This design comes from an exercise in tuning for small area on the open sky130 flow, not from production work. At most, simulation tests tie the RTL to the original design; equivalence was not proved. For run 1, only the layout was checked, not whether the RTL still works. Power figures rest on the tool's default switching activity, not on a simulated workload.

## flow/constraint.sdc

```tcl
create_clock -name core_clock -period 25.0 [get_ports {clk}]
set_input_delay 5.0000 -clock core_clock [delete_from_list [all_inputs] [get_ports {clk}]]
set_output_delay 5.0000 -clock core_clock [all_outputs]
set_load 0.01 [all_outputs]
```

## flow/standard.sh

```bash
#!/bin/bash
# synth_recipe.tcl (not shown) runs the flow's synth.tcl, then flattens the netlist and writes it again
# the make line also repeats each setting of config.mk as NAME=value (left out here)
make -C /OpenROAD-flow-scripts/flow DESIGN_CONFIG=/design/flow/config.mk WORK_HOME=/design/flow/orfs CLKGATE_MAP_FILE= SYNTH_SCRIPT=/design/flow/synth_recipe.tcl "${@:-finish}"
```

## flow/flow/run.sh

```bash
#!/bin/bash
# Standard layout (bash standard.sh), with two changes:
#  - the port buffers are the smallest buffer (sky130_fd_sc_hd__buf_1) instead
#    of the one buffer_ports picks by default; every input and output port
#    still gets its own buffer;
#  - clock tree synthesis uses clkbuf_4 buffers, sink clusters of up to 10
#    flip-flops within 40 um, and no dummy loads.
export BUFFER_PORTS_ARGS="-buffer_cell sky130_fd_sc_hd__buf_1"
export CTS_ARGS="-sink_clustering_enable -repair_clock_nets -dont_use_dummy_load -buf_list sky130_fd_sc_hd__clkbuf_4 -sink_clustering_size 10 -sink_clustering_max_diameter 40"
bash standard.sh > standard.log 2>&1
```

## flow/config.mk

```make
export PLATFORM = sky130hd
export DESIGN_NAME = nidhogg
export DESIGN_NICKNAME = nidhogg
export VERILOG_FILES = /design/flow/design.v
export SDC_FILE = /design/flow/constraint.sdc
export NUM_CORES = 4
export LEC_CHECK = 0
export CAP_MARGIN = 20
export CORE_MARGIN = 2
export CORE_UTILIZATION = 65
export SLEW_MARGIN = 20
```

## flow/design.v

```verilog
`timescale 1ns / 1ps
module nidhogg(
    input wire clk,
    input wire rst,
    input wire BTNL,
    input wire BTNR,
    input wire BTND,
    input wire BTNU,
    input wire BTNC,
    input wire sw,
    input wire PS2Data,
    input wire PS2Clk,
    output wire vs,
    output wire hs,
    output wire [3:0] r,
    output wire [3:0] g,
    output wire [3:0] b,
    output wire [11:0] rom_bg_addr,
    input  wire [11:0] rom_bg_data,
    output wire [11:0] rom_torch_up_addr,
    input  wire [11:0] rom_torch_up_data,
    output wire [11:0] rom_torch_down_addr,
    input  wire [11:0] rom_torch_down_data,
    output wire [11:0] rom_window_up_addr,
    input  wire [11:0] rom_window_up_data,
    output wire [11:0] rom_window_down_addr,
    input  wire [11:0] rom_window_down_data,
    output wire [11:0] rom_pl_head_addr,
    input  wire [11:0] rom_pl_head1_data,
    input  wire [11:0] rom_pl_head2_data,
    output wire [11:0] rom_pl_legs_addr,
    input  wire [11:0] rom_pl_legs1_data,
    input  wire [11:0] rom_pl_legs2_data,
    output wire [9:0]  rom_pl_sword_addr,
    input  wire [11:0] rom_pl_sword_data,
    output wire [11:0] rom_pr_head_addr,
    input  wire [11:0] rom_pr_head1_data,
    input  wire [11:0] rom_pr_head2_data,
    output wire [11:0] rom_pr_legs_addr,
    input  wire [11:0] rom_pr_legs1_data,
    input  wire [11:0] rom_pr_legs2_data,
    output wire [9:0]  rom_pr_sword_addr,
    input  wire [11:0] rom_pr_sword_data,
    output wire [13:0] rom_sign_l_addr,
    input  wire [11:0] rom_sign_l_data,
    output wire [13:0] rom_sign_r_addr,
    input  wire [11:0] rom_sign_r_data,
    output wire [9:0]  rom_crown_r_addr,
    input  wire [11:0] rom_crown_r_data,
    output wire [9:0]  rom_crown_l_addr,
    input  wire [11:0] rom_crown_l_data
);
    function ge16(input [15:0] x, input [15:0] k);
        integer i;
        reg r;
        begin
            r = 1'b1;
            for (i = 0; i < 16; i = i + 1)
                r = k[i] ? (x[i] & r) : (x[i] | r);
            ge16 = r;
        end
    endfunction
    function le16(input [15:0] x, input [15:0] k);
        integer i;
        reg r;
        begin
            r = 1'b1;
            for (i = 0; i < 16; i = i + 1)
                r = k[i] ? (~x[i] | r) : (~x[i] & r);
            le16 = r;
        end
    endfunction
    localparam [11:0] KEY = 12'h198;
    reg [10:0] H;
    reg [9:0]  V;
    wire [10:0] H_inc;
    wire [9:0]  V_inc;
    rinc #(11) u_H (.a(H), .s(H_inc));
    rinc #(10) u_V (.a(V), .s(V_inc));
    always @(posedge clk)
        if (rst) begin
            H <= 0;
            V <= 0;
        end else if (H == 11'd1055) begin
            H <= 0;
            V <= (V == 10'd627) ? 10'd0 : V_inc;
        end else
            H <= H_inc;
    assign hs = (ge16(H, 16'd845)) && (le16(H, 16'd972));
    assign vs = (ge16(H, 16'd845)) ? ((ge16(V, 16'd600)) && (le16(V, 16'd622)))
                               : ((ge16(V, 16'd601)) && (le16(V, 16'd623)));
    wire vis0 = (le16(H, 16'd799)) && (le16(V, 16'd599));
    reg [10:0] hb_, hc_;
    reg [6:0]  he_, hf_;             
    reg [9:0]  Vp;
    always @(posedge clk)
        if (rst)                Vp <= 0;
        else if (H == 11'd1055) Vp <= V;
    wire h_lt1 = (H == 11'd0);
    wire h_lt2 = (H[10:1] == 10'd0);
    wire h_lt3 = h_lt2 || (H == 11'd2);
    wire h_lt4 = (H[10:2] == 9'd0);
    wire [5:0] vb_ = h_lt1 ? Vp[5:0] : V[5:0];
    wire [9:0] vc_ = h_lt2 ? Vp : V;
    wire [9:0] vd_ = h_lt3 ? Vp : V;
    wire [6:0] ve_ = h_lt4 ? Vp[6:0] : V[6:0];
    wire h_lt5 = h_lt4 || (H == 11'd4);
    wire [6:0] vf_ = h_lt5 ? Vp[6:0] : V[6:0];
    reg visb, visc, visd, vise;
    always @(posedge clk) begin
        hb_ <= H;   visb <= vis0;
        hc_ <= hb_; visc <= visb;
        he_ <= hd_lo; vise <= visd;
        hf_ <= he_;
    end
    always @(posedge clk)
        if (rst) begin
            visd <= 1'b1;
        end else begin
            visd <= visc;
        end
    wire hc0    = (hc_ == 11'd0);
    wire hd_cin = hc0 && visd;         
    wire hd_wrap = hc0 && !visd;       
    wire [6:0] hc_m1;
    rsubc #(7) u_hcm1 (.a(hc_[6:0]), .b(7'd0), .cin(1'b0), .d(hc_m1));
    wire [6:0] hd_lo = hc0 ? (visd ? 7'd0 : 7'd31) : hc_m1;
    reg [11:0] rgb_b;
    always @(posedge clk)
        if (rst || !vis0)      rgb_b <= 12'h000;
        else if (ge16(V, 16'd551))  rgb_b <= 12'h300;
        else if (ge16(V, 16'd521))  rgb_b <= 12'h333;
        else                   rgb_b <= rom_bg_data;
    assign rom_bg_addr = {vb_[5:0], hb_[5:0]};
    reg [4:0] board_out;
    reg [4:0] counterR, counterL, counterR_nxt, counterL_nxt;
    reg pos_reset;
    reg [4:0]  xposL_o;               
    reg xL_at696_o, xL_gt536_o;       
    reg xR_at40_o, xR_lt200_o;        
    wire [4:0] board_5mR, board_nxt, counterR_inc, counterL_inc;
    rsub #(5) u_b5mR (.a(5'd5), .b(counterR), .d(board_5mR));
    radd #(5) u_bnxt (.a(board_5mR), .b(counterL), .s(board_nxt));
    rinc #(5) u_cRi (.a(counterR), .s(counterR_inc));
    rinc #(5) u_cLi (.a(counterL), .s(counterL_inc));
    always @(posedge clk) begin
        board_out <= board_nxt;
        counterR <= counterR_nxt;
        counterL <= counterL_nxt;
    end
    always @(posedge clk)
        if (rst) begin
            counterR_nxt <= 0;
            counterL_nxt <= 0;
            pos_reset <= 0;
        end else begin
            if (xR_at40_o && !pos_reset) begin
                pos_reset <= 1;
                counterR_nxt <= counterR_inc;
            end else if (xL_at696_o && !pos_reset) begin
                counterL_nxt <= counterL_inc;
                pos_reset <= 1;
            end else
                pos_reset <= 0;
        end
    wire [5:0] torch_ay = vc_[5:0] - 6'd36;
    wire [5:0] torch_ax = hc_[5:0] - 6'd10;
    assign rom_torch_up_addr    = {torch_ay, torch_ax};
    assign rom_torch_down_addr  = {torch_ay, torch_ax};
    assign rom_window_up_addr   = {torch_ay, torch_ax};
    assign rom_window_down_addr = {torch_ay, torch_ax};
    wire bo1 = (board_out == 5'd1) || (board_out == 5'd9);
    wire ltorch = bo1 || (board_out == 5'd7);
    wire rtorch = bo1 || (board_out == 5'd3);
    wire x_r  = (ge16(hb_, 16'd588)) && (le16(hb_, 16'd651));
    wire x_lt = (ge16(hb_, 16'd152)) && (le16(hb_, 16'd215));
    wire x_lw = (ge16(hb_, 16'd140)) && (le16(hb_, 16'd203));
    wire y_u  = (ge16(V, 16'd100)) && (le16(V, 16'd163));
    wire y_d  = (ge16(V, 16'd164)) && (le16(V, 16'd227));
    wire in_l = ltorch ? x_lt : x_lw;
    wire use_torch = in_l ? ltorch : rtorch;
    wire in_x = in_l || x_r;
    wire [11:0] d_down = use_torch ? rom_torch_down_data : rom_window_down_data;
    wire [11:0] d_up   = use_torch ? rom_torch_up_data   : rom_window_up_data;
    reg [11:0] rgb_c;
    always @(posedge clk)
        if (rst || !visb)                             rgb_c <= 12'h000;
        else if (in_x && y_d && (d_down != KEY))      rgb_c <= d_down;
        else if (in_x && y_u && (d_up != KEY))        rgb_c <= d_up;
        else                                          rgb_c <= rgb_b;
    wire dead_L, dead_R;           
    wire winL, winR;
    wire deadR_k = dead_R || winR || winL;
    wire deadL_k = dead_L || winL || winR;
    wire kclkf, kdataf;
    debouncer db_clk (
        .clk(clk), .rst(rst), .I(PS2Clk), .O(kclkf));
    debouncer db_data (
        .clk(clk), .rst(rst), .I(PS2Data), .O(kdataf));
    reg kclkf_prev;
    reg [7:0] datacur;
    reg [3:0] cnt;
    wire [3:0] cnt_inc;
    rinc #(4) u_cnt (.a(cnt), .s(cnt_inc));
    reg flag, pflag;
    localparam [2:0] K_OTHER = 3'd0, K_LEFT = 3'd1, K_RIGHT = 3'd2, K_JUMP = 3'd3,
                     K_UP = 3'd4, K_DOWN = 3'd5, K_THROW = 3'd6, K_BRK = 3'd7;
    reg [2:0] kc_lo;
    reg kc_hi_brk;
    reg [2:0] dc_class;
    always @(*)
        case (datacur)
            8'h6B:   dc_class = K_LEFT;
            8'h74:   dc_class = K_RIGHT;
            8'h29:   dc_class = K_JUMP;
            8'h75:   dc_class = K_UP;
            8'h72:   dc_class = K_DOWN;
            8'h5A:   dc_class = K_THROW;
            8'hF0:   dc_class = K_BRK;
            default: dc_class = K_OTHER;
        endcase
    always @(posedge clk)
        if (rst) begin
            kclkf_prev <= 1'b0;
            datacur <= 0;
            cnt <= 0;
            flag <= 1'b0;
            pflag <= 1'b0;
            kc_lo <= K_OTHER;
            kc_hi_brk <= 1'b0;
        end else begin
            kclkf_prev <= kclkf;
            if (kclkf_prev && !kclkf) begin
                if (cnt >= 4'd1 && cnt <= 4'd8) datacur <= {kdataf, datacur[7:1]};
                if (cnt == 4'd9) flag <= 1'b1;
                if (cnt == 4'd10) flag <= 1'b0;
                if (le16(cnt, 16'd9)) cnt <= cnt_inc;
                else if (cnt == 4'd10) cnt <= 0;
            end
            pflag <= flag;
            if (flag && !pflag) begin
                kc_hi_brk <= (kc_lo == K_BRK);
                kc_lo <= dc_class;
            end
        end
    wire kd_ok = (kc_lo != K_BRK) && !kc_hi_brk && !deadR_k;
    wire c_l = (kc_lo == K_LEFT),  c_r = (kc_lo == K_RIGHT), c_j = (kc_lo == K_JUMP);
    wire c_u = (kc_lo == K_UP),    c_d = (kc_lo == K_DOWN),  c_t = (kc_lo == K_THROW);
    reg RP_left_h, RP_right_h, RP_jump_h, RP_throw_h, RP_up_h, RP_down_h, sp_hold;
    wire RP_left  = kd_ok && (c_l || (RP_left_h  && (c_j || c_u || c_d || c_t)));
    wire RP_right = kd_ok && (c_r || (RP_right_h && (c_j || c_u || c_d || c_t)));
    wire RP_jump  = kd_ok && (c_j || (RP_jump_h  && (c_l || c_r || c_u || c_d || c_t)));
    wire RP_throw = kd_ok && (c_t || (RP_throw_h && (c_l || c_r || c_j || c_u || c_d)));
    wire RP_up    = RP_up_h   || (kd_ok && c_u);
    wire RP_down  = RP_down_h || (kd_ok && c_d);
    reg  RP_sp_nxt;                          
    wire RP_sp = kd_ok ? RP_sp_nxt : sp_hold;
    always @(posedge clk)
        if (rst) begin
            RP_left_h <= 0; RP_right_h <= 0; RP_jump_h <= 0; RP_throw_h <= 0;
            RP_up_h <= 0; RP_down_h <= 0; sp_hold <= 0;
        end else begin
            RP_left_h <= RP_left; RP_right_h <= RP_right; RP_jump_h <= RP_jump;
            RP_throw_h <= RP_throw; RP_up_h <= RP_up; RP_down_h <= RP_down;
            sp_hold <= RP_sp;
        end
    localparam [8:0] C0 = 9'h001, C100 = 9'h16f, C200 = 9'h07d, C300 = 9'h0e9, C400 = 9'h1f1;
    reg [11:0] RX_nxt, RX;
    reg [8:0]  RY_nxt, RY;
    reg [9:0]  RP_xs;                        
    reg [8:0]  RP_cnt;
    reg [6:0]  RP_cc;
    reg RP_falling, RP_legs;
    wire RP_S  = (RP_cnt == C400);
    wire RP_Q  = (RP_cnt == C0) || (RP_cnt == C100) || (RP_cnt == C200) || (RP_cnt == C300);
    wire RP_y0 = (RY == 9'd450);
    wire RP_s0 = (RP_xs == 10'd32);
    wire RP_LR = RP_left || RP_right;
    wire [6:0] RP_cc_inc;
    wire [9:0] RP_xs_inc;
    rinc #(7)  u_RP_cc (.a(RP_cc), .s(RP_cc_inc));
    rinc #(10) u_RP_xs (.a(RP_xs), .s(RP_xs_inc));
    wire RP_top = (le16(RY, 16'd250));               
    wire [11:0] RX_mv;
    radd #(12) u_RX_mv (.a(RX), .b({{11{RP_left}}, 1'b1}), .s(RX_mv));
    wire [8:0]  RY_mv;
    radd #(9) u_RY_mv (.a(RY), .b({{8{~(RP_top || RP_falling)}}, 1'b1}), .s(RY_mv));
    always @(posedge clk)
        if (rst) begin
            RX_nxt <= 12'd661; RY_nxt <= 9'd450; RP_xs <= 10'd32;
            RP_cnt <= C0; RP_cc <= 0; RP_falling <= 0; RP_sp_nxt <= 0; RP_legs <= 0;
        end else begin
            if (pos_reset) begin
                RX_nxt <= 12'd661;
                RY_nxt <= 9'd450;
            end else if (RP_S) begin
                RP_cnt <= C0;
                RP_cc <= RP_cc_inc;
                if (RP_y0 && RP_s0) begin
                    if (RP_LR)         RX_nxt <= RX_mv;
                    else if (RP_jump)  begin RY_nxt <= 9'd449; RP_falling <= 0; end
                    else if (RP_throw) RP_xs <= 10'd33;
                    else if (RP_down)  RP_sp_nxt <= 0;
                    else if (RP_up)    RP_sp_nxt <= 1;
                end else if (!RP_y0 && RP_s0) begin
                    RY_nxt <= RY_mv;
                    if (RP_top) RP_falling <= ~RP_falling;
                    if (RP_LR)         RX_nxt <= RX_mv;
                    else if (RP_throw) RP_xs <= 10'd33;
                    else if (RP_down)  RP_sp_nxt <= 0;
                    else if (RP_up)    RP_sp_nxt <= 1;
                end else if (RP_y0) begin
                    if (ge16(RP_xs, 16'd633)) RP_xs <= 10'd32;
                    else if (RP_LR)    RX_nxt <= RX_mv;
                    else if (RP_jump)  begin RY_nxt <= 9'd449; RP_falling <= 0; end
                    else if (RP_down)  RP_sp_nxt <= 0;
                    else if (RP_up)    RP_sp_nxt <= 1;
                end else begin
                    if (ge16(RP_xs, 16'd233)) RP_xs <= 10'd32;
                    else begin
                        RY_nxt <= RY_mv;
                        if (RP_top) RP_falling <= ~RP_falling;
                    end
                    if (RP_LR)         RX_nxt <= RX_mv;
                    else if (RP_down)  RP_sp_nxt <= 0;
                    else if (RP_up)    RP_sp_nxt <= 1;
                end
            end else begin
                RP_cnt <= {RP_cnt[7:0], RP_cnt[8] ^ RP_cnt[4]};
                if (!RP_s0 && RP_Q)
                    RP_xs <= RP_xs_inc;
                else if (RP_LR) begin
                    if (!ge16(RP_cc, 16'd60))       RP_legs <= 1;
                    else if (!ge16(RP_cc, 16'd120)) RP_legs <= 0;
                    else                     RP_cc <= 0;
                end
            end
        end
    reg [11:0] LX_nxt, LX;
    reg [8:0]  LY_nxt, LY;
    reg [9:0]  LP_xs;                        
    reg [8:0]  LP_cnt;
    reg [6:0]  LP_cc;
    reg LP_falling, LP_legs, LP_sp_nxt, LP_sp;
    wire LP_S  = (LP_cnt == C400);
    wire LP_Q  = (LP_cnt == C0) || (LP_cnt == C100) || (LP_cnt == C200) || (LP_cnt == C300);
    wire LP_y0 = (LY == 9'd450);
    wire LP_s0 = (LP_xs == 10'd64);
    wire LP_LR = BTNR || BTNL;
    wire [6:0] LP_cc_inc;
    wire [9:0] LP_xs_inc;
    rinc #(7)  u_LP_cc (.a(LP_cc), .s(LP_cc_inc));
    rinc #(10) u_LP_xs (.a(LP_xs), .s(LP_xs_inc));
    wire LP_top = (le16(LY, 16'd250));
    wire [11:0] LX_mv;
    radd #(12) u_LX_mv (.a(LX), .b({{11{~BTNR}}, 1'b1}), .s(LX_mv));
    wire [8:0]  LY_mv;
    radd #(9) u_LY_mv (.a(LY), .b({{8{~(LP_top || LP_falling)}}, 1'b1}), .s(LY_mv));
    always @(posedge clk)
        if (rst) begin
            LX_nxt <= 12'd75; LY_nxt <= 9'd450; LP_xs <= 10'd64;
            LP_cnt <= C0; LP_cc <= 0; LP_falling <= 0; LP_sp_nxt <= 0; LP_legs <= 0;
        end else begin
            if (pos_reset) begin
                LX_nxt <= 12'd75;
                LY_nxt <= 9'd450;
            end else if (deadL_k) begin
                if (LP_LR)             LX_nxt <= LX;
                else if (BTNC)         LY_nxt <= LY;
                else if (sw)           LP_xs <= 10'd64;
                else if (BTND || BTNU) LP_sp_nxt <= LP_sp;
            end else if (LP_S) begin
                LP_cnt <= C0;
                LP_cc <= LP_cc_inc;
                if (LP_y0 && LP_s0) begin
                    if (LP_LR)     LX_nxt <= LX_mv;
                    else if (BTNC) begin LY_nxt <= 9'd449; LP_falling <= 0; end
                    else if (sw)   LP_xs <= 10'd65;
                    else if (BTND) LP_sp_nxt <= 0;
                    else if (BTNU) LP_sp_nxt <= 1;
                end else if (!LP_y0 && LP_s0) begin
                    LY_nxt <= LY_mv;
                    if (LP_top) LP_falling <= ~LP_falling;
                    if (LP_LR)     LX_nxt <= LX_mv;
                    else if (sw)   LP_xs <= 10'd65;
                    else if (BTND) LP_sp_nxt <= 0;
                    else if (BTNU) LP_sp_nxt <= 1;
                end else if (LP_y0) begin
                    if (ge16(LP_xs, 16'd665)) LP_xs <= 10'd64;
                    else if (LP_LR) LX_nxt <= LX_mv;
                    else if (BTNC) begin LY_nxt <= 9'd449; LP_falling <= 0; end
                    else if (BTND) LP_sp_nxt <= 0;
                    else if (BTNU) LP_sp_nxt <= 1;
                end else begin
                    if (ge16(LP_xs, 16'd665)) LP_xs <= 10'd64;
                    else begin
                        LY_nxt <= LY_mv;
                        if (LP_top) LP_falling <= ~LP_falling;
                    end
                    if (LP_LR)     LX_nxt <= LX_mv;
                    else if (BTND) LP_sp_nxt <= 0;
                    else if (BTNU) LP_sp_nxt <= 1;
                end
            end else begin
                LP_cnt <= {LP_cnt[7:0], LP_cnt[8] ^ LP_cnt[4]};
                if (!LP_s0 && LP_Q)
                    LP_xs <= LP_xs_inc;
                else if (LP_LR) begin
                    if (!ge16(LP_cc, 16'd60))       LP_legs <= 1;
                    else if (!ge16(LP_cc, 16'd120)) LP_legs <= 0;
                    else                     LP_cc <= 0;
                end
            end
        end
    always @(posedge clk) begin
        RX <= RX_nxt;
        RY <= RY_nxt;
        LX <= LX_nxt;
        LY <= LY_nxt;
        LP_sp <= LP_sp_nxt;
    end
    reg [11:0] RX_p, LX_p;
    reg [8:0]  RY_p, LY_p;
    reg [9:0]  RP_xs_p, LP_xs_p;
    reg RP_sp_p, LP_sp_p, RP_legs_p, LP_legs_p;
    always @(posedge clk) begin
        RX_p <= RX;       LX_p <= LX;
        RY_p <= RY;       LY_p <= LY;
        RP_xs_p <= RP_xs; LP_xs_p <= LP_xs;
        RP_sp_p <= RP_sp; LP_sp_p <= LP_sp;
        RP_legs_p <= RP_legs; LP_legs_p <= LP_legs;
    end
    wire [11:0] xposL  = LX_p;
    wire [8:0]  yposL  = LY_p;
    wire [11:0] xswL;
    radd #(12) u_xswL (.a(xposL), .b({2'b0, LP_xs_p}), .s(xswL));
    wire [10:0] dxL;
    rsub #(11) u_dxL (.a(hc_), .b(xposL[10:0]), .d(dxL));
    wire [9:0] dyL;
    rsub #(10) u_dyL (.a(vc_), .b({1'b0, yposL}), .d(dyL));
    wire [10:0] dxsL;
    rsub #(11) u_dxsL (.a(hc_), .b(xswL[10:0]), .d(dxsL));
    wire nearL  = (!ge16(xposL, 16'd1056));
    wire nearsL = (!ge16(xswL, 16'd1056));
    reg [4:0]  yposL_o;
    reg [11:0] addrL;
    reg [9:0]  addrLs;
    always @(posedge clk) begin
        xposL_o <= xposL[4:0] ^ 5'h10;        
        yposL_o <= yposL[4:0] - 5'd19;
        xL_at696_o <= (xposL == 12'd696);
        xL_gt536_o <= (ge16(xposL, 16'd537));
        addrL   <= {dyL[5:0], dxL[5:0]};
        addrLs  <= {dyL[4:0] + (LP_sp_p ? 5'd8 : 5'd9), dxsL[4:0]};
    end
    assign rom_pl_head_addr  = addrL;
    assign rom_pl_legs_addr  = addrL;
    assign rom_pl_sword_addr = addrLs;
    wire inxL   = nearL && (ge16(dxL, 16'd2)) && (le16(dxL, 16'd65));
    wire inyL   = (le16(dyL, 16'd127));
    wire inHL   = inxL && inyL && !dyL[6];
    wire inLL   = inxL && inyL &&  dyL[6];
    wire inSL   = nearsL && (ge16(dxsL, 16'd2)) && (le16(dxsL, 16'd33))
               && (LP_sp_p ? ((ge16(dyL, 16'd24)) && (le16(dyL, 16'd55)))
                                     : ((ge16(dyL, 16'd55)) && (le16(dyL, 16'd86))));
    wire [11:0] headL = LP_sp_p   ? rom_pl_head2_data : rom_pl_head1_data;
    wire [11:0] legsL = LP_legs_p ? rom_pl_legs2_data : rom_pl_legs1_data;
    reg [11:0] rgb_d;
    always @(posedge clk)
        if (rst || !visc)                          rgb_d <= 12'h000;
        else if (inHL && (headL != KEY))           rgb_d <= dead_L ? 12'hf00 : headL;
        else if (inLL && (legsL != KEY))           rgb_d <= dead_L ? 12'hf00 : legsL;
        else if (inSL && (rom_pl_sword_data != KEY)) rgb_d <= dead_L ? 12'hf00 : 12'h000;
        else                                       rgb_d <= rgb_c;
    wire [11:0] xposR  = RX_p;
    wire [8:0]  yposR  = RY_p;
    wire [11:0] xswR;
    rsub #(12) u_xswR (.a(xposR), .b({2'b0, RP_xs_p}), .d(xswR));
    wire [10:0] dxR;
    rsubc #(11) u_dxR (.a(hc_), .b(xposR[10:0]), .cin(hd_cin), .d(dxR));
    wire [9:0] dyR;
    rsub #(10) u_dyR (.a(vd_), .b({1'b0, yposR}), .d(dyR));
    wire [10:0] dxsR;
    rsubc #(11) u_dxsR (.a(hc_), .b(xswR[10:0]), .cin(hd_cin), .d(dxsR));
    wire nearR  = (!ge16(xposR, 16'd1056));
    wire nearsR = (!ge16(xswR, 16'd1056));
    reg [11:0] addrR;
    reg [9:0]  addrRs;
    always @(posedge clk) begin
        addrR   <= {dyR[5:0], dxR[5] ^ hd_wrap, dxR[4:0]};
        addrRs  <= {dyR[4:0] + (RP_sp_p ? 5'd8 : 5'd9), dxsR[4:0]};
    end
    assign rom_pr_head_addr  = addrR;
    assign rom_pr_legs_addr  = addrR;
    assign rom_pr_sword_addr = addrRs;
    wire inxR   = nearR && (ge16(dxR, 16'd2)) && (le16(dxR, 16'd65));
    wire inyR   = (le16(dyR, 16'd127));
    wire inHR   = inxR && inyR && !dyR[6];
    wire inLR   = inxR && inyR &&  dyR[6];
    wire inSR   = nearsR && (ge16(dxsR, 16'd2)) && (le16(dxsR, 16'd33))
               && (RP_sp_p ? ((ge16(dyR, 16'd24)) && (le16(dyR, 16'd55)))
                                     : ((ge16(dyR, 16'd55)) && (le16(dyR, 16'd86))));
    wire [11:0] headR = RP_sp_p   ? rom_pr_head2_data : rom_pr_head1_data;
    wire [11:0] legsR = RP_legs_p ? rom_pr_legs2_data : rom_pr_legs1_data;
    reg [11:0] rgb_e;
    always @(posedge clk)
        if (rst || !visd)                          rgb_e <= 12'h000;
        else if (inHR && (headR != KEY))           rgb_e <= dead_R ? 12'hf00 : headR;
        else if (inLR && (legsR != KEY))           rgb_e <= dead_R ? 12'hf00 : legsR;
        else if (inSR && (rom_pr_sword_data != KEY)) rgb_e <= dead_R ? 12'hf00 : 12'h000;
        else                                       rgb_e <= rgb_d;
    wire crR_x = (ge16(dxR, 16'd18)) && (le16(dxR, 16'd49)) && ((le16(xposR, 16'd1037)) || (ge16(xposR, 16'd4080)));
    wire crR_y = (!dyR[9] && (le16(dyR, 16'd12))) || (dyR[9] && (ge16(dyR, 16'd1005)));
    reg in_cR;
    always @(posedge clk) begin
        in_cR      <= crR_x && crR_y;
        xR_at40_o  <= (xposR == 12'd40);
        xR_lt200_o <= (!ge16(xposR, 16'd200));
    end
    wire [12:0] dA;
    rsub #(13) u_dA (.a({1'b0, xswR}), .b({1'b0, xposL}), .d(dA));
    wire [12:0] dB;
    rsub #(13) u_dB (.a({1'b0, xswL}), .b({1'b0, xposR}), .d(dB));
    wire [9:0] dY;
    rsub #(10) u_dY (.a({1'b0, yposR}), .b({1'b0, yposL}), .d(dY));
    wire dY_n = dY[9];
    wire hitA_y = RP_sp_p ? ((!dY_n && (le16(dY, 16'd103))) || (dY_n && (ge16(dY, 16'd1001))))
                          : ((!dY_n && (le16(dY, 16'd72)))  || (dY_n && (ge16(dY, 16'd970))));
    wire hitB_y = LP_sp_p ? ((!dY_n && (le16(dY, 16'd23)))  || (dY_n && (ge16(dY, 16'd921))))
                          : ((!dY_n && (le16(dY, 16'd54)))  || (dY_n && (ge16(dY, 16'd952))));
    wire dY_eq = (LP_sp_p == RP_sp_p) ? (dY == 10'd0)
               : (LP_sp_p ? (dY == 10'h3e1) : (dY == 10'd31));
    reg hitA, hitB, sw_ne;
    always @(posedge clk) begin
        hitA  <= !dA[12] && (ge16(dA[11:0], 16'd7)) && (le16(dA[11:0], 16'd46)) && hitA_y;
        hitB  <= (ge16(xposR, 16'd18)) && ((!dB[12] && (le16(dB[11:0], 16'd21))) || (dB[12] && (ge16(dB[11:0], 16'd4078))))
                 && hitB_y;
        sw_ne <= !dY_eq;
    end
    reg dead_L_a, dead_R_a;
    wire act_ok = sw_ne && !dead_L_a && !dead_R_a;
    always @(posedge clk)
        if (rst) begin
            dead_L_a <= 0;
            dead_R_a <= 0;
        end else begin
            dead_L_a <= act_ok && hitA;
            dead_R_a <= act_ok && !hitA && hitB;
        end
    dead_timer dt_R (.clk(clk), .reset(rst), .active(dead_R_a), .premature_stop(pos_reset), .death(dead_R));
    dead_timer dt_L (.clk(clk), .reset(rst), .active(dead_L_a), .premature_stop(pos_reset), .death(dead_L));
    reg [9:0]  addr_cR, addr_cL;
    wire [4:0] acL_y, acL_x;
    rsub #(5) u_acL_y (.a(ve_[4:0]), .b(yposL_o), .d(acL_y));
    rsub #(5) u_acL_x (.a(he_[4:0]), .b(xposL_o), .d(acL_x));
    always @(posedge clk) begin
        addr_cR   <= {addrR[10:6] + 5'd19, ~addrR[4], addrR[3:0]};
        addr_cL   <= {acL_y, acL_x};
    end
    wire [13:0] addr_sign = {vf_ - 7'd28, hf_ - 7'd16};
    assign rom_sign_l_addr  = addr_sign;
    assign rom_sign_r_addr  = addr_sign;
    assign rom_crown_r_addr = addr_cR;
    assign rom_crown_l_addr = addr_cL;
    wire crL_x = (ge16(dxL, 16'd19)) && (le16(dxL, 16'd50)) && ((le16(xposL, 16'd1037)) || (ge16(xposL, 16'd4080)));
    wire crL_y = (!dyL[9] && (le16(dyL, 16'd12))) || (dyL[9] && (ge16(dyL, 16'd1005)));
    wire sgn_y_e = (ge16(V, 16'd284)) && (le16(V, 16'd411));
    reg in_cL, sgn_l, sgn_r;
    always @(posedge clk) begin
        in_cL <= crL_x && crL_y;
        sgn_l <= sgn_y_e && (ge16(hc_, 16'd275)) && (le16(hc_, 16'd402));
        sgn_r <= sgn_y_e && (ge16(hc_, 16'd403)) && (le16(hc_, 16'd530));
    end
    wire sgn   = sgn_l || sgn_r;
    wire [11:0] sgn_d = sgn_l ? rom_sign_l_data : rom_sign_r_data;
    wire condR = (board_out == 5'd1) && xR_lt200_o;
    wire condL = (board_out == 5'd9) && xL_gt536_o;
    reg winL_hold, winR_hold;
    assign winR = winR_hold || (vise && condR);
    assign winL = winL_hold || (vise && condL);
    always @(posedge clk)
        if (rst) begin
            winL_hold <= 0;
            winR_hold <= 0;
        end else begin
            winL_hold <= winL;
            winR_hold <= winR;
        end
    reg [11:0] rgb_f;
    always @(posedge clk)
        if (rst || !vise)                                rgb_f <= 12'h000;
        else if (condR) begin
            if (in_cR && (rom_crown_r_data != KEY))      rgb_f <= rom_crown_r_data;
            else if (sgn && (sgn_d == 12'hB0F))          rgb_f <= 12'hCF0;
            else if (sgn && (sgn_d == 12'h305))          rgb_f <= 12'h774;
            else                                         rgb_f <= rgb_e;
        end else if (condL) begin
            if (in_cL && (rom_crown_l_data != KEY))      rgb_f <= rom_crown_l_data;
            else if (sgn && (sgn_d != KEY))              rgb_f <= sgn_d;
            else                                         rgb_f <= rgb_e;
        end else                                         rgb_f <= rgb_e;
    assign {r, g, b} = rgb_f;
endmodule
module debouncer(
    input clk,
    input rst,
    input I,
    output reg O
    );
    reg [4:0] count;
    reg Iv;
    always@(posedge clk)
        if (rst) begin
            count <= 5'h01;
            Iv <= 1'b0;
            O <= 1'b0;
        end else if (I == Iv) begin
            if (count == 5'h06)
                O <= I;
            else
                count <= {count[3:0], count[4] ^ count[2]};
        end else begin
            count <= 5'h01;
            Iv <= I;
        end
endmodule
module dead_timer(
    input wire clk,
    input wire reset,
    input wire active,
    input wire premature_stop,
    output reg death
    );
    reg [15:0] counter;
    wire running = (counter != 16'h0001) && (counter != 16'hb10e) && (counter != 16'h621d);
    always @(posedge clk)
        if (reset || premature_stop) begin
            death <= 0;
            counter <= 16'h0001;
        end else if (active || running) begin
            counter <= {counter[14:0], counter[15] ^ counter[13] ^ counter[12] ^ counter[10]};
            death <= 1;
        end else begin
            death <= 0;
            counter <= 16'h0001;
        end
endmodule
module rsub #(parameter W = 8) (
    input  wire [W-1:0] a,
    input  wire [W-1:0] b,
    output wire [W-1:0] d
    );
    wire [W:0] c;
    assign c[0] = 1'b1;
    genvar i;
    generate
        for (i = 0; i < W; i = i + 1) begin : bitn
            wire nb = ~b[i];
            assign d[i]   = a[i] ^ nb ^ c[i];
            assign c[i+1] = (a[i] & nb) | (a[i] & c[i]) | (nb & c[i]);
        end
    endgenerate
endmodule
module radd #(parameter W = 8) (
    input  wire [W-1:0] a,
    input  wire [W-1:0] b,
    output wire [W-1:0] s
    );
    wire [W:0] c;
    assign c[0] = 1'b0;
    genvar i;
    generate
        for (i = 0; i < W; i = i + 1) begin : bitn
            assign s[i]   = a[i] ^ b[i] ^ c[i];
            assign c[i+1] = (a[i] & b[i]) | (a[i] & c[i]) | (b[i] & c[i]);
        end
    endgenerate
endmodule
module rinc #(parameter W = 8) (
    input  wire [W-1:0] a,
    output wire [W-1:0] s
    );
    wire [W:0] c;
    assign c[0] = 1'b1;
    genvar i;
    generate
        for (i = 0; i < W; i = i + 1) begin : bitn
            assign s[i]   = a[i] ^ c[i];
            assign c[i+1] = a[i] & c[i];
        end
    endgenerate
endmodule
module rsubc #(parameter W = 8) (
    input  wire [W-1:0] a,
    input  wire [W-1:0] b,
    input  wire         cin,
    output wire [W-1:0] d
    );
    wire [W:0] c;
    assign c[0] = cin;
    genvar i;
    generate
        for (i = 0; i < W; i = i + 1) begin : bitn
            wire nb = ~b[i];
            assign d[i]   = a[i] ^ nb ^ c[i];
            assign c[i+1] = (a[i] & nb) | (a[i] & c[i]) | (nb & c[i]);
        end
    endgenerate
endmodule
```

==> results of run 1 <==
metrics by stage:
stage / util (%) / area (sq um) / hold WS, ns
floorplan: - / 26700 / 0.3096
global placement: 68.95 / 28030 / 0.3161
detailed placement: 68.95 / 28030 / 0.3204
CTS: 70.39 / 28610 / 0.3308
global route: 70.47 / 28640 / 0.3313
finish: 70.48 / 28650 / 0.3335
synthesized netlist by cell type (all sizes together) (11+ instances only):
library cell,instances
nand3,64
inv,223
nor4bb,12
o221ai,12
xor2,25
nor2b,23
nand2b,33
nand4b,12
ha,96
buf,101
or4,16
or3,11
fa,145
nand2,156
nor4b,30
and3,20
mux2,49
a221oi,16
nor4,38
o21a,13
a22o,12
a21oi,155
dfxtp,529
o21ai,118
and2,57
xnor2,48
nor2,212
nand3b,20
a22oi,21
nor3b,11
mux2i,108
a211oi,35
nand4,31
a31oi,20
clkbuf,88
o211ai,25
nor3,40
power breakdown:
group | internal, mW | switching (mW)
Sequential | 0.873 | 0.0244
Clock | 0.143 | 0.277
Combinational | 0.0725 | 0.122
per-layer routing:
layer	routed length (um)	global-route usage, %	share of wire (%)	vias to the layer above
li1	-	-	-	10230
met1	32400	46.26	41	10750
met2	36570	56.55	46	1027
met3	6622	9.184	8.4	227
met4	3355	18.21	4.2	10
met5	65	0	0.082	-
placed cells by master, fill, tap and decap left out, types with 12 or more instances in the layout:
| master | synthesis | layout |
|---|---|---|
| dfxtp_1 | 529 | 529 |
| buf_1 | 9 | 426 |
| inv_1 | 219 | 219 |
| nor2_1 | 212 | 211 |
| nand2_1 | 156 | 156 |
| a21oi_1 | 155 | 155 |
| fa_1 | 145 | 145 |
| mux2i_1 | 107 | 107 |
| ha_1 | 96 | 96 |
| clkbuf_4 | 0 | 79 |
| o21ai_0 | 75 | 75 |
| nand3_1 | 64 | 64 |
| and2_1 | 57 | 57 |
| xnor2_1 | 48 | 48 |
| o21ai_1 | 42 | 42 |
| nor3_1 | 40 | 40 |
| mux2_2 | 38 | 38 |
| nor4_1 | 38 | 38 |
| a211oi_1 | 34 | 34 |
| nand2b_1 | 33 | 33 |
| nand4_1 | 31 | 31 |
| nor4b_1 | 29 | 29 |
| xor2_1 | 25 | 25 |
| o211ai_1 | 24 | 24 |
| nor2b_1 | 23 | 23 |
| a22oi_1 | 21 | 21 |
| a31oi_1 | 20 | 20 |
| nand3b_1 | 20 | 20 |
| and3_1 | 20 | 20 |
| or4_1 | 16 | 16 |
| a221oi_1 | 16 | 16 |
| diode_2 | 0 | 14 |
| buf_4 | 86 | 13 |
| nor4bb_1 | 12 | 12 |
| o21a_1 | 12 | 12 |
| o221ai_1 | 12 | 12 |
| nand4b_1 | 12 | 12 |
| a22o_1 | 12 | 12 |
cell type report:
type | instances | area, sq um
timing repair buffer | 440 | 1704
tap | 532 | 665.6
clock buffer | 78 | 585.6
inverter | 223 | 837.1
multi-input combinational | 1822 | 14230
antenna | 14 | 35.03
fill | 3211 | 12000
sequential | 529 | 10590
registers in the layout, summed over array words and instances (netlist names), 11 cells and up, named ones only:
register	cells
H	11
LX	12
LX_nxt	12
LX_p	12
RX	12
RX_nxt	12
RX_p	12
addrL	12
addrR	12
dt_L.counter	16
dt_R.counter	16
hb_	11
hc_	11
rgb_b	12
rgb_c	12
rgb_d	12
rgb_e	12
rgb_f	12
worst min path at each step:
stage,start,endpoint,depth (start not counted),slack (ns)
2_1_floorplan,he_[5],hf_[5],0,0.31
3_3_place_gp,he_[5],hf_[5],0,0.32
3_5_place_dp,he_[6],hf_[6],0,0.32
4_1_cts,he_[6],hf_[6],0,0.33
5_1_grt,LX_nxt[5],LX[5],0,0.33
6_report,he_[6],hf_[6],0,0.33
kinds of logic after synthesis:
kind of cell | count (synthesis) | synth area share, %
and+or+nand+nor | 816 | 16.25
xor gates and xnor gates | 73 | 2.395
muxes | 157 | 6.130
adders and majority gates | 241 | 15.37
buffers and inverters | 412 | 7.030
DFF | 529 | 39.67
AOI/OAI and AO/OA | 535 | 13.15
==> reports/results.tsv, run 1 <==
stage	metric	value	unit
logic_synthesis	synthesized instance count	2763	
logic_synthesis	Syn Area/Cell	9.662	sq um
grt	vias in the first global route	21270	
clocking	Hold Buf Count CTS	0	
timing	Final setup viols	0	
logic_synthesis	leading area contributor after synthesis	dfxtp_1	
timing	Slew @ Worst Pin	1.177	ns
floorplan	FP Rows	74	
route	vias	22240	
floorplan	die area	42710	sq um
setup_path	WP buf/inv	1	
clocking	Post-CTS Resized	0	
timing	Clock Skew	0.1012	ns
placed_design	HPWL Detailed	62480	um
logic_synthesis	top-area cell type share of the netlist area	39.67	%
timing	RSZ-0062 raised after global routing	false	
setup_path	kind of cell adding the most delay to the critical path	simple AND/OR/NAND/NOR gates	
floorplan	IO Count	428	
route	Iter 0 DRT Violations	2138	
clocking	CTS clk-pin slew, worst paths	0.09	ns
clocking	Clk Latency, worst-skew pair	0.84	ns
clocking	clk sinks	529	
logic_synthesis	Seq/Total Area, Yosys	39.67	%
placed_design	Setup Slack @ Placement	15.12	ns
timing	relative slew slack	21.46	%
power_and_ir_drop	power per cell area	52.75	nW/um^2
timing	Fin Setup TNS	0	ns
setup_path	worst setup path start	H[7]	
floorplan	Die Y	206.7	um
setup_path	CP endpoint	rom_torch_down_addr[11]	
placed_design	Cells after DPL	3546	
clocking	number of H-tree levels	3	
grt	total grt overflow	0	
clocking	Num CTS Buffers	78	
setup_path	Worst setup SP type	register	
cells_and_area	nets@finish	3573	
status	outcome	complete, no violations	
timing	Tmin final	9.585	ns
placed_design	I/O Buffers	427	
floorplan	Initial Util	65.68	%
floorplan	die width	206.7	um
route	Residual DRC	0	
route	Via density	6.114	
logic_synthesis	asr flop ratio synth	0	%
logic_synthesis	Synth cell types	87	
timing	Final WS setup	15.41	ns
setup_path	internal reg-to-reg setup slack	16.64	ns
cells_and_area	Layout area overhead	7.316	%
setup_path	worst reg2reg startpoint	hc_[1]	
logic_synthesis	flop and latch count out of synthesis	529	
logic_synthesis	Cell Area, Synth	26700	sq um
logic_synthesis	Yosys warning total	3	
setup_path	crit-path max FO	15	
logic_synthesis	Post-Syn Nets	3242	
grt	pin count of the biggest net entering global routing	68	
setup_path	CP peak stage delay	0.92	ns
route	post-route ant nets	0	
route	Routed WL per cell	21.72	um
setup_path	CP required	20.00	ns
placed_design	gpl congestion	0.9363	
timing	max frequency	0.1043	GHz
grt	initial antenna violation count	20	
grt	first-pass GRT wire length	117200	um
setup_path	Reg2Reg Depth	23	
setup_path	Slowest-stage cell, CP	nor2_1	
min_path	Hold Path Class	reg2reg	
grt	total track usage	36.01	%
setup_path	Setup crit end kind	primary output	
clocking	CTS root buf	clkbuf_4	
job	MaxCap Viol Count	0	
logic_synthesis	ys flop type	dfxtp_1	
clocking	setup bufs post-CTS	0	
setup_path	critical path arrival	4.59	ns
power_and_ir_drop	Power, Total	1.511	mW
setup_path	Setup CP Type	reg2out	
setup_path	critical path cell sequence	or3_4, nand4bb_1, nor2_1, mux2i_1, nand3_1, xor2_1, buf_1	
cells_and_area	layout cells sized above 1	5.078	%
setup_path	Crit Reg-Reg Endpoint	rgb_e[1]	
timing	Hold Vio Cnt, Final	0	
clocking	CTS max path bufs	3	
logic_synthesis	Post-synth EDFFs	0	
timing	Max Slew Vio Count	0	
logic_synthesis	top cells by area in the synthesized netlist	dfxtp_1, fa_1, ha_1, mux2i_1, inv_1	
power_and_ir_drop	Leakage	11.08	nW
floorplan	core area	40650	sq um
clocking	CTS tree	built	
route	final wirelength	79010	um
setup_path	instance count on the critical path	7	
power_and_ir_drop	peak supply drop	0.05784	mV
cells_and_area	Finished Layout Cells	3638	
timing	final worst-path cycle share	38.34	%
route	Pre-Repair DR Iteration Count	7	
==> run 2: changes to the inputs <==
--- a/flow/design.v
+++ b/flow/design.v
@@ -132,36 +132,27 @@
         else if (ge16(V, 16'd521))  rgb_b <= 12'h333;
         else                   rgb_b <= rom_bg_data;
     assign rom_bg_addr = {vb_[5:0], hb_[5:0]};
-    reg [4:0] board_out;
-    reg [4:0] counterR, counterL, counterR_nxt, counterL_nxt;
+    reg [4:0] board_out, board, board_d;
     reg pos_reset;
     reg [4:0]  xposL_o;               
     reg xL_at696_o, xL_gt536_o;       
     reg xR_at40_o, xR_lt200_o;        
-    wire [4:0] board_5mR, board_nxt, counterR_inc, counterL_inc;
-    rsub #(5) u_b5mR (.a(5'd5), .b(counterR), .d(board_5mR));
-    radd #(5) u_bnxt (.a(board_5mR), .b(counterL), .s(board_nxt));
-    rinc #(5) u_cRi (.a(counterR), .s(counterR_inc));
-    rinc #(5) u_cLi (.a(counterL), .s(counterL_inc));
+    wire scoreR = xR_at40_o && !pos_reset;
+    wire scoreL = xL_at696_o && !pos_reset;
+    wire [4:0] board_mv;
+    radd #(5) u_bmv (.a(board), .b({{4{scoreR}}, 1'b1}), .s(board_mv));
     always @(posedge clk) begin
-        board_out <= board_nxt;
-        counterR <= counterR_nxt;
-        counterL <= counterL_nxt;
+        board_d <= board;
+        board_out <= board_d;
     end
     always @(posedge clk)
         if (rst) begin
-            counterR_nxt <= 0;
-            counterL_nxt <= 0;
+            board <= 5'd5;
             pos_reset <= 0;
         end else begin
-            if (xR_at40_o && !pos_reset) begin
-                pos_reset <= 1;
-                counterR_nxt <= counterR_inc;
-            end else if (xL_at696_o && !pos_reset) begin
-                counterL_nxt <= counterL_inc;
-                pos_reset <= 1;
-            end else
-                pos_reset <= 0;
+            pos_reset <= scoreR || scoreL;
+            if (scoreR || scoreL)
+                board <= board_mv;
         end
     wire [5:0] torch_ay = vc_[5:0] - 6'd36;
     wire [5:0] torch_ax = hc_[5:0] - 6'd10;
==> run 2 against run 1 <==
Effect of this change:
- fmax rose by 2.1%
- register-to-register slack got worse by 0.23 ns
- area after synthesis decreased by 1.3%
- non-clock buffer count rose by 6
- cell count decreased by 0.80%
- synthesized cell count fell by 0.90%
- wire length fell by 3.3%
- final area shrank 1.0%
- worst hold slack got worse by 0.018 ns
- die area down 1.2%
- combinational power up 73%
- clock skew rose by 0.032 ns
- largest cell class unchanged
- largest power group unchanged
==> reports/results.tsv, run 2 <==
stage	metric	value	unit	change
status	outcome	complete, no violations		unchanged
logic_synthesis	Synth cell types	89		was 87
grt	total track usage	35.45	%	was 36.01%
timing	Clock Skew	0.1328	ns	was 0.1012 ns
route	post-route ant nets	0		unchanged
route	Pre-Repair DR Iteration Count	6		was 7
floorplan	die width	205.4	um	was 206.7 um
clocking	number of H-tree levels	3		unchanged
floorplan	Initial Util	66.03	%	was 65.68%
grt	vias in the first global route	21280		was 21270
cells_and_area	fin util	71.04	%	was 70.48%
clocking	Post-CTS Resized	0		unchanged
timing	Slew @ Worst Pin	1.067	ns	was 1.177 ns
logic_synthesis	adder-cell share of the synthesized area	15.14	%	was 15.37%
min_path	hold path startpoint	RX_nxt[7]		was he_[6]
cells_and_area	Layout area overhead	7.586	%	was 7.316%
placed_design	I/O Buffers	427		unchanged
logic_synthesis	Seq/Total Area, Yosys	39.42	%	was 39.67%
route	final wirelength	76400	um	was 79010 um
logic_synthesis	Post-Synth Simple-Gate Area	17.06	%	was 16.25%
grt	total grt overflow	0		unchanged
setup_path	Top cell by count, worst path	fa_1		
timing	relative slew slack	28.60	%	was 21.46%
timing	max frequency	0.1065	GHz	was 0.1043 GHz
logic_synthesis	flop and latch count out of synthesis	519		was 529
min_path	Hold Path Class	reg2reg		unchanged
clocking	Num CTS Buffers	74		was 78
route	Routed WL per cell	21.17	um	was 21.72 um
floorplan	IO Count	428		unchanged
logic_synthesis	Synth Area in Compound Gates	14.09	%	was 13.15%
timing	Tmin final	9.389	ns	was 9.585 ns
route	Via density	6.076		was 6.114
grt	grt met1 use	45.04	%	was 46.26%
logic_synthesis	top-area cell type share of the netlist area	39.42	%	was 39.67%
clocking	clk sinks	519		was 529
logic_synthesis	mux contribution to synthesized area	5.160	%	was 6.130%
setup_path	crit-path max FO	13		was 15
cells_and_area	commonest non-fill, non-tap cell in the layout	dfxtp_1		unchanged
grt	pin count of the biggest net entering global routing	78		was 68
timing	Fin Setup TNS	0	ns	unchanged
cells_and_area	Regs by FF count	dt_L.counter (16), dt_R.counter (16)		unchanged
logic_synthesis	post-synthesis xor/xnor area fraction	2.260	%	was 2.395%
cells_and_area	most frequent cells in the layout	dfxtp_1, buf_1, nor2_1, inv_1, a21oi_1		was dfxtp_1, buf_1, inv_1, nor2_1, nand2_1
logic_synthesis	Syn Area/Cell	9.626	sq um	was 9.662 sq um
timing	final worst-path cycle share	37.56	%	was 38.34%
power_and_ir_drop	peak supply drop	0.05967	mV	was 0.05784 mV
job	MaxCap Viol Count	0		unchanged
grt	first-pass GRT wire length	115300	um	was 117200 um
clocking	CTS clk-pin slew, worst paths	0.11	ns	was 0.09 ns
cells_and_area	layout cells sized above 1	6.179	%	was 5.078%
placed_design	Placement Cell Area	27760	sq um	was 28030 sq um
setup_path	CP peak stage delay	0.41	ns	was 0.92 ns
timing	Hold Vio Cnt, Final	0		unchanged
setup_path	Worst setup SP type	input port		was register
power_and_ir_drop	Power, Total	1.659	mW	was 1.511 mW
timing	Max Slew Vio Count	0		unchanged
grt	initial antenna violation count	9		was 20
cells_and_area	Finished Layout Cells	3609		was 3638
logic_synthesis	cell with the most instances after synthesis	dfxtp_1		unchanged
floorplan	die area	42170	sq um	was 42710 sq um
placed_design	HPWL Detailed	60140	um	was 62480 um
timing	RSZ-0062 raised after global routing	false		unchanged
logic_synthesis	asr flop ratio synth	0	%	unchanged
floorplan	Die Y	205.4	um	was 206.7 um
route	Residual DRC	0		unchanged
logic_synthesis	Post-Syn Nets	3208		was 3242
grt	GR peak layer	met2		unchanged
logic_synthesis	top cells by count, synth	dfxtp_1, nor2_1, inv_1		was dfxtp_1, inv_1, nor2_1
clocking	Clk Latency, worst-skew pair	0.83	ns	was 0.84 ns
route	vias	21930		was 22240
grt	met3 Usage GRT	6.684	%	was 9.184%
logic_synthesis	synthesized instance count	2738		was 2763
logic_synthesis	Cell Area, Synth	26360	sq um	was 26700 sq um
setup_path	Reg2Reg Depth	23		unchanged
setup_path	Setup crit end kind	register		was primary output
logic_synthesis	leading area contributor after synthesis	dfxtp_1		unchanged
min_path	hold path depth	0		unchanged
setup_path	worst reg2reg startpoint	hc_[1]		unchanged
clocking	CTS root buf	clkbuf_4		unchanged
route	Iter 0 DRT Violations	1753		was 2138
clocking	CTS max path bufs	3		unchanged
cells_and_area	fill count	3068		was 3211
placed_design	gpl congestion	0.9865		was 0.9363
setup_path	Setup CP Type	in2reg		was reg2out
floorplan	core area	39910	sq um	was 40650 sq um
timing	Final setup viols	0		unchanged
grt	met2 GRT Util	58.84	%	was 56.55%
power_and_ir_drop	power per cell area	58.52	nW/um^2	was 52.75 nW/um^2
clocking	Hold Buf Count CTS	0		unchanged
logic_synthesis	Yosys warning total	3		unchanged
clocking	setup bufs post-CTS	0		unchanged
placed_design	Cells after DPL	3524		was 3546
logic_synthesis	Post-synth EDFFs	0		unchanged
setup_path	CP required	25.70	ns	was 20.00 ns
setup_path	worst setup path start	BTNR		was H[7]
logic_synthesis	ys flop type	dfxtp_1		unchanged
floorplan	FP Rows	73		was 74
power_and_ir_drop	Leakage	11.10	nW	was 11.08 nW
logic_synthesis	top cells by area in the synthesized netlist	dfxtp_1, fa_1, ha_1, nor2_1, inv_1		was dfxtp_1, fa_1, ha_1, mux2i_1, inv_1
setup_path	critical path cell sequence	buf_1, inv_1, fa_1, inv_1, fa_1, fa_1, fa_1, fa_1, fa_1, fa_1, fa_1, fa_1, fa_1, xnor2_1, nor2_1, xnor2_1, a211oi_1		was or3_4, nand4bb_1, nor2_1, mux2i_1, nand3_1, xor2_1, buf_1
setup_path	critical path arrival	10.09	ns	was 4.59 ns
clocking	CTS tree	built		unchanged
cells_and_area	nets@finish	3547		was 3573
cells_and_area	Post-Layout Inst Area	28360	sq um	was 28650 sq um
setup_path	Slowest-stage cell, CP	fa_1		was nor2_1
logic_synthesis	largest family of logic cells by synthesized area	simple AND/OR/NAND/NOR gates		unchanged
[run 2: cell count changes after synthesis, sizes merged, moves of 11 or more]
cell | previous run | this run
mux2i | 108 | 74
nor3 | 40 | 71
nand2 | 156 | 141
nor4 | 38 | 23
inv | 223 | 209
nand3b | 20 | 6
nor3b | 11 | 22
[run 2: layer usage]
layer / wire length, um / share of wire [%]
met5: 13 / 0.017
met1: 31030 / 41
met2: 36430 / 48
met4: 3200 / 4.2
met3: 5718 / 7.5
[run 2: cell families (layout without fill, tap and decap cells)]
kind of cell | count (synthesis) | count (layout)
simple gates | 841 | 841
buf+inv | 393 | 730
xor+xnor | 68 | 68
other cells | 0 | 9
flops | 519 | 519
fa+ha+maj | 232 | 232
compound gates | 556 | 556
mux | 129 | 129
[run 2: layout make-up]
| cell class | instances | area, sq um | area share [%] |
|---|---|---|---|
| inverters | 210 | 788.3 | 2.780 |
| multi-input cells | 1826 | 14200 | 50.07 |
| flip-flops and latches | 519 | 10390 | 36.64 |
| well taps | 525 | 656.9 | 2.317 |
| diodes | 9 | 22.52 | 0.07942 |
| repair buffers | 446 | 1744 | 6.151 |
| clock buffers | 74 | 555.5 | 1.959 |
[run 2: stage by stage]
step                hold WS, ns  setup WS [ns]
global placement         0.3115          15.06
CTS                      0.3197          15.70
global route             0.3207          15.48
detailed placement       0.3136          14.86
floorplan                0.3096          15.74
finish                   0.3156          15.61
[run 2: worst paths after layout]
check / to / slack (ns)
max: LX_nxt[11] / 15.61
max reg2reg: rgb_e[2] / 16.41
min: RX[7] / 0.32
min reg2reg: RX[7] / 0.32
[run 2: report_power, final]
group / switching [mW] / internal (mW)
clock network: 0.265 / 0.136
registers: 0.0470 / 0.876
logic: 0.207 / 0.128
total: 0.519 / 1.14
[run 2: worst max-delay path, delay by kind of cell]
| kind | cells | cell delay [ns] |
|---|---|---|
| buf+inv | 3 | 0.64 |
| xor+xnor | 2 | 0.32 |
| fa+ha+maj | 10 | 3.75 |
| compound gates | 1 | 0.28 |
| simple gates | 1 | 0.08 |
==> run 3: changes to the inputs <==
--- a/flow/design.v
+++ b/flow/design.v
@@ -90,8 +90,6 @@
     assign vs = (ge16(H, 16'd845)) ? ((ge16(V, 16'd600)) && (le16(V, 16'd622)))
                                : ((ge16(V, 16'd601)) && (le16(V, 16'd623)));
     wire vis0 = (le16(H, 16'd799)) && (le16(V, 16'd599));
-    reg [10:0] hb_, hc_;
-    reg [6:0]  he_, hf_;             
     reg [9:0]  Vp;
     always @(posedge clk)
         if (rst)                Vp <= 0;
@@ -106,12 +104,15 @@
     wire [6:0] ve_ = h_lt4 ? Vp[6:0] : V[6:0];
     wire h_lt5 = h_lt4 || (H == 11'd4);
     wire [6:0] vf_ = h_lt5 ? Vp[6:0] : V[6:0];
+    wire first_line = (V == 10'd0) && (Vp == 10'd0);
+    wire [6:0] hf_ = h_lt5 ? (first_line ? 7'd0 : H[6:0] + 7'd27) : H[6:0] - 7'd5;
+    wire [5:0]  hb_ = h_lt1 ? (first_line ? 6'd0 : 6'd31) : H[5:0] - 6'd1;
+    wire [10:0] hc_ = h_lt2 ? (first_line ? 11'd0 : {10'b1000001111, H[0]}) : H - 11'd2;
     reg visb, visc, visd, vise;
     always @(posedge clk) begin
-        hb_ <= H;   visb <= vis0;
-        hc_ <= hb_; visc <= visb;
-        he_ <= hd_lo; vise <= visd;
-        hf_ <= he_;
+        visb <= vis0;
+        visc <= visb;
+        vise <= visd;
     end
     always @(posedge clk)
         if (rst) begin
@@ -122,9 +123,6 @@
     wire hc0    = (hc_ == 11'd0);
     wire hd_cin = hc0 && visd;         
     wire hd_wrap = hc0 && !visd;       
-    wire [6:0] hc_m1;
-    rsubc #(7) u_hcm1 (.a(hc_[6:0]), .b(7'd0), .cin(1'b0), .d(hc_m1));
-    wire [6:0] hd_lo = hc0 ? (visd ? 7'd0 : 7'd31) : hc_m1;
     reg [11:0] rgb_b;
     always @(posedge clk)
         if (rst || !vis0)      rgb_b <= 12'h000;
@@ -134,7 +132,6 @@
     assign rom_bg_addr = {vb_[5:0], hb_[5:0]};
     reg [4:0] board_out, board, board_d;
     reg pos_reset;
-    reg [4:0]  xposL_o;               
     reg xL_at696_o, xL_gt536_o;       
     reg xR_at40_o, xR_lt200_o;        
     wire scoreR = xR_at40_o && !pos_reset;
@@ -163,9 +160,9 @@
     wire bo1 = (board_out == 5'd1) || (board_out == 5'd9);
     wire ltorch = bo1 || (board_out == 5'd7);
     wire rtorch = bo1 || (board_out == 5'd3);
-    wire x_r  = (ge16(hb_, 16'd588)) && (le16(hb_, 16'd651));
-    wire x_lt = (ge16(hb_, 16'd152)) && (le16(hb_, 16'd215));
-    wire x_lw = (ge16(hb_, 16'd140)) && (le16(hb_, 16'd203));
+    wire x_r  = (ge16(H, 16'd589)) && (le16(H, 16'd652));
+    wire x_lt = (ge16(H, 16'd153)) && (le16(H, 16'd216));
+    wire x_lw = (ge16(H, 16'd141)) && (le16(H, 16'd204));
     wire y_u  = (ge16(V, 16'd100)) && (le16(V, 16'd163));
     wire y_d  = (ge16(V, 16'd164)) && (le16(V, 16'd227));
     wire in_l = ltorch ? x_lt : x_lw;
@@ -433,12 +430,13 @@
     rsub #(11) u_dxsL (.a(hc_), .b(xswL[10:0]), .d(dxsL));
     wire nearL  = (!ge16(xposL, 16'd1056));
     wire nearsL = (!ge16(xswL, 16'd1056));
-    reg [4:0]  yposL_o;
+    reg cr_clamp, cr_lwrap, cr_fwrap;
     reg [11:0] addrL;
     reg [9:0]  addrLs;
     always @(posedge clk) begin
-        xposL_o <= xposL[4:0] ^ 5'h10;        
-        yposL_o <= yposL[4:0] - 5'd19;
+        cr_clamp <= hd_cin;
+        cr_lwrap <= hd_wrap && (vc_ != 10'd0);
+        cr_fwrap <= hd_wrap && (vc_ == 10'd0);
         xL_at696_o <= (xposL == 12'd696);
         xL_gt536_o <= (ge16(xposL, 16'd537));
         addrL   <= {dyL[5:0], dxL[5:0]};
@@ -541,9 +539,8 @@
     dead_timer dt_R (.clk(clk), .reset(rst), .active(dead_R_a), .premature_stop(pos_reset), .death(dead_R));
     dead_timer dt_L (.clk(clk), .reset(rst), .active(dead_L_a), .premature_stop(pos_reset), .death(dead_L));
     reg [9:0]  addr_cR, addr_cL;
-    wire [4:0] acL_y, acL_x;
-    rsub #(5) u_acL_y (.a(ve_[4:0]), .b(yposL_o), .d(acL_y));
-    rsub #(5) u_acL_x (.a(he_[4:0]), .b(xposL_o), .d(acL_x));
+    wire [4:0] acL_y = addrL[10:6] + (cr_fwrap ? 5'd6 : (cr_lwrap ? 5'd18 : 5'd19));
+    wire [4:0] acL_x = addrL[4:0] + (cr_clamp ? 5'd16 : 5'd15);
     always @(posedge clk) begin
         addr_cR   <= {addrR[10:6] + 5'd19, ~addrR[4], addrR[3:0]};
         addr_cL   <= {acL_y, acL_x};
@@ -620,21 +617,16 @@
     input wire reset,
     input wire active,
     input wire premature_stop,
-    output reg death
+    output wire death
     );
     reg [15:0] counter;
-    wire running = (counter != 16'h0001) && (counter != 16'hb10e) && (counter != 16'h621d);
+    assign death = (counter != 16'h0001);
+    wire running = death && (counter != 16'hb10e) && (counter != 16'h621d);
     always @(posedge clk)
-        if (reset || premature_stop) begin
-            death <= 0;
+        if (reset || premature_stop || !(active || running))
             counter <= 16'h0001;
-        end else if (active || running) begin
+        else
             counter <= {counter[14:0], counter[15] ^ counter[13] ^ counter[12] ^ counter[10]};
-            death <= 1;
-        end else begin
-            death <= 0;
-            counter <= 16'h0001;
-        end
 endmodule
 module rsub #(parameter W = 8) (
     input  wire [W-1:0] a,
==> run 3 against run 2 <==
Effect of this change:
- register-to-register slack lost 0.67 ns
- wire length grew 1.6%
- fmax down 4.7%
- area after synthesis decreased by 1.3%
- count of clock-buffer cells in the layout down 6
- clock power is 7.2% lower
- global-route usage grew 0.84 points
- die area fell by 1.3%
- critical path depth shrank 6
- combinational power increased by 32%
- synthesized cell count up 1.4%
- critical path type is now reg2out
==> reports/results.tsv, run 3 <==
stage	metric	value	unit	change
status	outcome	complete, no violations		unchanged
logic_synthesis	asr flop ratio synth	0	%	unchanged
cells_and_area	nets@finish	3574		was 3547
cells_and_area	fill count	3137		was 3068
grt	met2 GRT Util	59.63	%	was 58.84%
timing	Final setup viols	0		unchanged
power_and_ir_drop	Leakage	11.05	nW	was 11.10 nW
cells_and_area	most frequent cells in the layout	dfxtp_1, buf_1, nand2_1, inv_1, nor2_1		was dfxtp_1, buf_1, nor2_1, inv_1, a21oi_1
clocking	Num CTS Buffers	68		was 74
logic_synthesis	synthesized instance count	2777		was 2738
route	Iter 0 DRT Violations	1761		was 1753
setup_path	Crit Reg-Reg Endpoint	rgb_e[9]		was rgb_e[2]
timing	Max Slew Vio Count	0		unchanged
clocking	Clk Latency, worst-skew pair	0.77	ns	was 0.83 ns
logic_synthesis	top cells by count, synth	dfxtp_1, nand2_1, inv_1		was dfxtp_1, nor2_1, inv_1
placed_design	HPWL Detailed	61750	um	was 60140 um
timing	Tmin final	9.850	ns	was 9.389 ns
logic_synthesis	flop and latch count out of synthesis	474		was 519
timing	Slew @ Worst Pin	1.086	ns	was 1.067 ns
grt	pin count of the biggest net entering global routing	97		was 78
power_and_ir_drop	peak supply drop	0.06035	mV	was 0.05967 mV
timing	RSZ-0062 raised after global routing	false		unchanged
placed_design	I/O Buffers	427		unchanged
cells_and_area	Post-Layout Inst Area	27940	sq um	was 28360 sq um
logic_synthesis	top cells by area in the synthesized netlist	dfxtp_1, fa_1, ha_1, nand2_1, a21oi_1		was dfxtp_1, fa_1, ha_1, nor2_1, inv_1
setup_path	critical path arrival	4.85	ns	was 10.09 ns
timing	relative slew slack	27.53	%	was 28.60%
setup_path	Reg2Reg Depth	28		was 23
floorplan	FP Rows	73		unchanged
logic_synthesis	Synth cell types	100		was 89
logic_synthesis	Syn Area/Cell	9.363	sq um	was 9.626 sq um
route	Routed WL per cell	21.34	um	was 21.17 um
logic_synthesis	leading area contributor after synthesis	dfxtp_1		unchanged
logic_synthesis	cell with the most instances after synthesis	dfxtp_1		unchanged
route	post-route ant nets	0		unchanged
logic_synthesis	Post-Syn Nets	3244		was 3208
route	Pre-Repair DR Iteration Count	6		unchanged
logic_synthesis	top-area cell type share of the netlist area	36.49	%	was 39.42%
setup_path	CP required	20.00	ns	was 25.70 ns
min_path	Hold Path Class	reg2reg		unchanged
floorplan	die area	41620	sq um	was 42170 sq um
grt	total track usage	36.30	%	was 35.45%
logic_synthesis	Seq/Total Area, Yosys	36.49	%	was 39.42%
route	vias	22500		was 21930
floorplan	Die Y	204.0	um	was 205.4 um
clocking	Hold Buf Count CTS	0		unchanged
grt	GR peak layer	met2		unchanged
cells_and_area	commonest non-fill, non-tap cell in the layout	dfxtp_1		unchanged
clocking	CTS root buf	clkbuf_4		unchanged
cells_and_area	Finished Layout Cells	3637		was 3609
timing	max frequency	0.1015	GHz	was 0.1065 GHz
cells_and_area	layout cells sized above 1	6.441	%	was 6.179%
timing	Clock Skew	0.09763	ns	was 0.1328 ns
route	Residual DRC	0		unchanged
timing	Fin Setup TNS	0	ns	unchanged
clocking	clk sinks	474		was 519
min_path	hold path startpoint	RY_nxt[6]		was RX_nxt[7]
clocking	CTS max path bufs	3		unchanged
grt	vias in the first global route	21520		was 21280
setup_path	internal reg-to-reg setup slack	15.74	ns	was 16.41 ns
logic_synthesis	Yosys warning total	3		unchanged
min_path	hold path depth	0		unchanged
clocking	number of H-tree levels	3		unchanged
power_and_ir_drop	Power, Total	1.659	mW	about the same
clocking	setup bufs post-CTS	0		unchanged
setup_path	crit-path max FO	13		unchanged
setup_path	Worst setup SP type	register		was input port
timing	Hold Vio Cnt, Final	0		unchanged
grt	grt met1 use	46.60	%	was 45.04%
clocking	CTS tree	built		unchanged
clocking	Post-CTS Resized	0		unchanged
grt	initial antenna violation count	8		was 9
min_path	Hold Path Sink	RY[6]		was RX[7]
logic_synthesis	Post-synth EDFFs	0		unchanged
cells_and_area	Layout area overhead	7.444	%	was 7.586%
floorplan	die width	204.0	um	was 205.4 um
cells_and_area	Regs by FF count	dt_L.counter (16), dt_R.counter (16)		unchanged
placed_design	gpl congestion	0.9938		was 0.9865
route	final wirelength	77600	um	was 76400 um
floorplan	IO Count	428		unchanged
job	MaxCap Viol Count	0		unchanged
grt	met3 Usage GRT	6.744	%	was 6.684%
power_and_ir_drop	power per cell area	59.36	nW/um^2	was 58.52 nW/um^2
route	Via density	6.188		was 6.076
setup_path	Setup crit end kind	primary output		was register
grt	total grt overflow	0		unchanged
setup_path	worst reg2reg startpoint	H[2]		was hc_[1]
logic_synthesis	ys flop type	dfxtp_1		unchanged
floorplan	Initial Util	65.60	%	was 66.03%
timing	Hold Slack	0.3308	ns	was 0.3156 ns
clocking	CTS clk-pin slew, worst paths	0.11	ns	about the same
setup_path	Setup CP Type	reg2out		was in2reg
floorplan	core area	39640	sq um	was 39910 sq um
logic_synthesis	Cell Area, Synth	26000	sq um	was 26360 sq um
grt	first-pass GRT wire length	117800	um	was 115300 um
timing	final worst-path cycle share	39.40	%	was 37.56%
placed_design	Cells after DPL	3562		was 3524
placed_design	Placement Cell Area	27400	sq um	was 27760 sq um
[run 3: cell types whose count changed after synthesis, moves of 9 or more]
cell,previous run,this run
o21ai_0,107,90
and3_1,15,27
xor2_1,19,31
a31oi_1,25,16
nand4_1,21,33
nand2_1,140,221
or2_2,16,7
nand2b_1,30,41
nand3_1,64,79
dfxtp_1,519,474
nor2_1,222,168
a21oi_1,151,163
[run 3: where the power goes]
group          internal, mW  switching [mW]
Combinational         0.166           0.276
Clock                 0.125           0.246
Sequential            0.804          0.0407
[run 3: critical path, cell delays in order (launching register included)]
cell,delay [ns]
dfxtp_1,0.42
inv_1,0.16
ha_1,0.28
nor3b_2,0.34
nand3_1,0.62
nor4_4,0.77
a21oi_1,0.27
inv_1,0.30
ha_1,0.23
o21ai_0,0.12
xnor2_1,0.37
buf_1,0.21
[run 3: area by class of cell]
type | instances | area, sq um | share of cell area [%]
multi-input cells | 1916 | 14780 | 52.90
flip-flops and latches | 474 | 9489 | 33.96
repair buffers | 441 | 1712 | 6.127
inverters | 206 | 773.2 | 2.768
well taps | 525 | 656.9 | 2.351
clock buffers | 68 | 510.5 | 1.827
diodes | 7 | 17.52 | 0.06270
[run 3: through the flow]
| step | setup slack, ns | utilization, % |
|---|---|---|
| after floorplan | 15.71 | - |
| after global placement | 15.23 | 69.11 |
| after detailed placement | 15.12 | 69.12 |
| after CTS | 15.19 | 70.41 |
| after global routing | 14.73 | 70.45 |
| final | 15.15 | 70.48 |
[run 3: kinds of logic after synthesis]
| logic type | count (synthesis) | synth area share [%] |
|---|---|---|
| xor+xnor | 74 | 2.493 |
| compound gates | 563 | 14.53 |
| mux | 143 | 5.851 |
| buf+inv | 387 | 6.746 |
| simple gates | 907 | 18.83 |
| fa+ha+maj | 229 | 15.06 |
| flops | 474 | 36.49 |
[run 3: worst max path at each step]
stage,depth (start not counted),start,end
4_1_cts,11,H[2],rom_window_down_addr[5]
2_1_floorplan,16,BTNR,LX_nxt[11]
3_3_place_gp,18,BTNR,LX_nxt[11]
6_report,11,H[2],rom_window_down_addr[5]
5_1_grt,11,H[2],rom_window_down_addr[5]
3_5_place_dp,18,BTNR,LX_nxt[11]
[run 3: layer usage]
layer / routed length [um] / part of all wire (%)
met4: 3332 / 4.3
met5: 37 / 0.048
met1: 31320 / 40
met2: 36950 / 48
met3: 5958 / 7.7

Re-timed with assumed drivers on the ports (clkbuf_16 on the clock, buf_2 on other inputs), run 3 has 15.093 ns of setup slack against 15.150 ns with ideal ports, and 15.078 ns once port delays also move by the mid clock arrival of 0.783 ns.
